From an optimization exercise on the open Yosys and OpenROAD flow, aimed at small area; shortcuts taken in it are not production practice. In this exercise RTL edits were held to simulation tests only and were not proved equivalent to the original. Power is estimated from default activity; no workload was simulated.

==> module INTERLEAVER, before the edit <==
module INTERLEAVER(Date_Intrare, select_intretesator, Intretesator_Out);
	input  [7:0] Date_Intrare;
	input  [1:0] select_intretesator;
	output [7:0] Intretesator_Out;
	wire [7:0] x = Date_Intrare;
	wire s0 = select_intretesator[0];
	wire s1 = select_intretesator[1];
	wire d0, nd0, nd1, nd2, nd3, ne;
	te_nor2   g_d0 (.a(s1), .b(s0), .y(d0));            
	te_inv    g_nd0(.a(d0), .y(nd0));                   
	te_nand2b g_nd1(.a_n(s1), .b(s0), .y(nd1));         
	te_nand2b g_nd2(.a_n(s0), .b(s1), .y(nd2));         
	te_nand2  g_nd3(.a(s1), .b(s0), .y(nd3));           
	te_nand2  g_ne (.a(nd0), .b(nd3), .y(ne));          
	wire [7:0] lo, hi;  
	te_o22ai m7a(.a1(x[2]), .a2(nd2), .b1(x[7]), .b2(nd3), .y(hi[7]));
	te_nor2  m7b(.a(x[5]), .b(s1), .y(lo[7]));
	te_nor2  m7 (.a(hi[7]), .b(lo[7]), .y(Intretesator_Out[7]));
	te_o22ai m6a(.a1(x[1]), .a2(nd0), .b1(x[6]), .b2(nd1), .y(lo[6]));
	te_o22ai m6b(.a1(x[7]), .a2(nd2), .b1(x[3]), .b2(nd3), .y(hi[6]));
	te_nor2  m6 (.a(lo[6]), .b(hi[6]), .y(Intretesator_Out[6]));
	te_o22ai m5a(.a1(x[2]), .a2(nd1), .b1(x[6]), .b2(nd3), .y(hi[5]));
	te_nor2  m5b(.a(x[4]), .b(s0), .y(lo[5]));
	te_nor2  m5 (.a(hi[5]), .b(lo[5]), .y(Intretesator_Out[5]));
	te_o22ai m4a(.a1(x[3]), .a2(nd0), .b1(x[4]), .b2(nd1), .y(lo[4]));
	te_o22ai m4b(.a1(x[5]), .a2(nd2), .b1(x[2]), .b2(nd3), .y(hi[4]));
	te_nor2  m4 (.a(lo[4]), .b(hi[4]), .y(Intretesator_Out[4]));
	te_o22ai m3a(.a1(x[6]), .a2(nd0), .b1(x[0]), .b2(nd1), .y(lo[3]));
	te_o22ai m3b(.a1(x[3]), .a2(nd2), .b1(x[5]), .b2(nd3), .y(hi[3]));
	te_nor2  m3 (.a(lo[3]), .b(hi[3]), .y(Intretesator_Out[3]));
	te_o22ai m2 (.a1(x[2]), .a2(nd0), .b1(x[1]), .b2(d0), .y(Intretesator_Out[2]));
	te_o22ai m1a(.a1(x[7]), .a2(nd0), .b1(x[3]), .b2(nd1), .y(lo[1]));
	te_o22ai m1b(.a1(x[0]), .a2(nd2), .b1(x[4]), .b2(nd3), .y(hi[1]));
	te_nor2  m1 (.a(lo[1]), .b(hi[1]), .y(Intretesator_Out[1]));
	te_o22ai m0a(.a1(x[7]), .a2(nd1), .b1(x[6]), .b2(nd2), .y(hi[0]));
	te_nor2b m0b(.a(x[0]), .b_n(ne), .y(lo[0]));
	te_nor2  m0 (.a(hi[0]), .b(lo[0]), .y(Intretesator_Out[0]));
endmodule
==> module te_nor2b, before the edit <==
module te_nor2b(a, b_n, y);
	input a, b_n; output y;
	assign y = ~(a | ~b_n);
endmodule
clock: 35.0 ns
lec_check: 0
cap_margin: 20
core_area: 3 3 63 63
die_area: 0 0 66 66
slew_margin: 20
standard.sh (not shown) runs the stock make flow with config.mk's settings and CLKGATE_MAP_FILE= SYNTH_SCRIPT=/design/flow/synth_recipe.tcl, a recipe that flattens the netlist after the stock synthesis.
==> flow/flow/run.sh <==
#!/bin/bash
# Own layout flow: the standard layout (standard.sh), with two changes:
#  - synthesis maps the design with an area-only ABC script and keeps the small
#    gate modules (te_*) of the RTL as the single cells they describe, then
#    flattens the design as the standard synthesis does;
#  - the port buffers that placement inserts are sky130_fd_sc_hd__buf_1.
# Each tool's full output goes to a log file of its own in this folder.
set -euo pipefail
WORK=$(pwd)
RESULTS=$WORK/orfs/results/$FLOW_PLATFORM/Turbo_TOP/base

# 1. the standard synthesis (makes the results folder, the canonical RTLIL and the SDC)
bash standard.sh synth > "$WORK/standard_synth.log" 2>&1

# 2. our own synthesis of the same design.v, replacing the standard netlist
yosys -c "$WORK/flow/synth.tcl" > "$WORK/own_synth.log" 2>&1
cp "$WORK/own_synth.v" "$RESULTS/1_2_yosys.v"

# 3. the rest of the standard layout, from the new netlist
export BUFFER_PORTS_ARGS="-buffer_cell sky130_fd_sc_hd__buf_1"
bash standard.sh > "$WORK/standard_layout.log" 2>&1
==> flow/flow/area.abc <==
strash
 &get -n
 &nf -p -a -R 1000
 &put
==> flow/flow/synth.tcl <==
# Area-oriented synthesis of design.v. Same front end as the standard synthesis
# (synth -nofsm -noshare, flattened, nets of function calls renamed), but ABC
# maps with an area-only script and without buffering or resizing, and the
# RTL's te_* gate modules are mapped on their own (each becomes one cell)
# before the design is flattened.
yosys -import
set lib $::env(FLOW_HOME)/platforms/$::env(FLOW_PLATFORM)/lib/sky130_fd_sc_hd__tt_025C_1v80.lib
set work [pwd]
read_liberty -lib $lib
read_verilog -sv $::env(FLOW_DESIGN)
hierarchy -check -top $::env(FLOW_TOP)
setattr -mod -set keep_hierarchy 1 te_*
synth -nofsm -noshare -top $::env(FLOW_TOP) -flatten
opt_clean -purge
abc -liberty $lib -dont_use *lpflow* -dont_use *probe* -script $work/flow/area.abc
# left out here: clean up, clear keep_hierarchy, flatten
hilomap -singleton -hicell sky130_fd_sc_hd__conb_1 HI -locell sky130_fd_sc_hd__conb_1 LO
splitnets
opt_clean -purge
insbuf -buf sky130_fd_sc_hd__buf_1 A X
# left out here: hide names made inside functions
check -assert -mapped
tee -o $work/own_synth_stat.txt stat -liberty $lib
write_verilog -noattr -nohex -nodec $work/own_synth.v
Next try:
--- a/flow/design.v
+++ b/flow/design.v
@@ -36,17 +36,16 @@
 	input  [1:0] select_intretesator;
 	output [7:0] Intretesator_Out;
 	wire [7:0] x = Date_Intrare;
 	wire s0 = select_intretesator[0];
 	wire s1 = select_intretesator[1];
-	wire d0, nd0, nd1, nd2, nd3, ne;
+	wire d0, nd0, nd1, nd2, nd3;
 	te_nor2   g_d0 (.a(s1), .b(s0), .y(d0));            
 	te_inv    g_nd0(.a(d0), .y(nd0));                   
 	te_nand2b g_nd1(.a_n(s1), .b(s0), .y(nd1));         
 	te_nand2b g_nd2(.a_n(s0), .b(s1), .y(nd2));         
 	te_nand2  g_nd3(.a(s1), .b(s0), .y(nd3));           
-	te_nand2  g_ne (.a(nd0), .b(nd3), .y(ne));          
 	wire [7:0] lo, hi;  
 	te_o22ai m7a(.a1(x[2]), .a2(nd2), .b1(x[7]), .b2(nd3), .y(hi[7]));
 	te_nor2  m7b(.a(x[5]), .b(s1), .y(lo[7]));
 	te_nor2  m7 (.a(hi[7]), .b(lo[7]), .y(Intretesator_Out[7]));
 	te_o22ai m6a(.a1(x[1]), .a2(nd0), .b1(x[6]), .b2(nd1), .y(lo[6]));
@@ -63,25 +62,21 @@
 	te_nor2  m3 (.a(lo[3]), .b(hi[3]), .y(Intretesator_Out[3]));
 	te_o22ai m2 (.a1(x[2]), .a2(nd0), .b1(x[1]), .b2(d0), .y(Intretesator_Out[2]));
 	te_o22ai m1a(.a1(x[7]), .a2(nd0), .b1(x[3]), .b2(nd1), .y(lo[1]));
 	te_o22ai m1b(.a1(x[0]), .a2(nd2), .b1(x[4]), .b2(nd3), .y(hi[1]));
 	te_nor2  m1 (.a(lo[1]), .b(hi[1]), .y(Intretesator_Out[1]));
-	te_o22ai m0a(.a1(x[7]), .a2(nd1), .b1(x[6]), .b2(nd2), .y(hi[0]));
-	te_nor2b m0b(.a(x[0]), .b_n(ne), .y(lo[0]));
-	te_nor2  m0 (.a(hi[0]), .b(lo[0]), .y(Intretesator_Out[0]));
+	te_o22ai m0a(.a1(x[0]), .a2(nd0), .b1(x[7]), .b2(nd1), .y(lo[0]));
+	te_o22ai m0b(.a1(x[6]), .a2(nd2), .b1(x[0]), .b2(nd3), .y(hi[0]));
+	te_nor2  m0 (.a(lo[0]), .b(hi[0]), .y(Intretesator_Out[0]));
 endmodule
 module te_inv(a, y);
 	input a; output y;
 	assign y = ~a;
 endmodule
 module te_nor2(a, b, y);
 	input a, b; output y;
 	assign y = ~(a | b);
-endmodule
-module te_nor2b(a, b_n, y);
-	input a, b_n; output y;
-	assign y = ~(a | ~b_n);
 endmodule
 module te_nand2(a, b, y);
 	input a, b; output y;
 	assign y = ~(a & b);
 endmodule
First-iteration DRC count went down by 14%.
Die area is unchanged.
Routed wire length went up by 1.6%.
Critical path depth went up by 1.
Power went up by 1.0%.
Worst setup slack is worse by 43 ps.
Worst hold slack barely changes.
Clock-buffer cell count does not change.
Global-route usage stays flat.
Core utilization went down by 0.11 points.
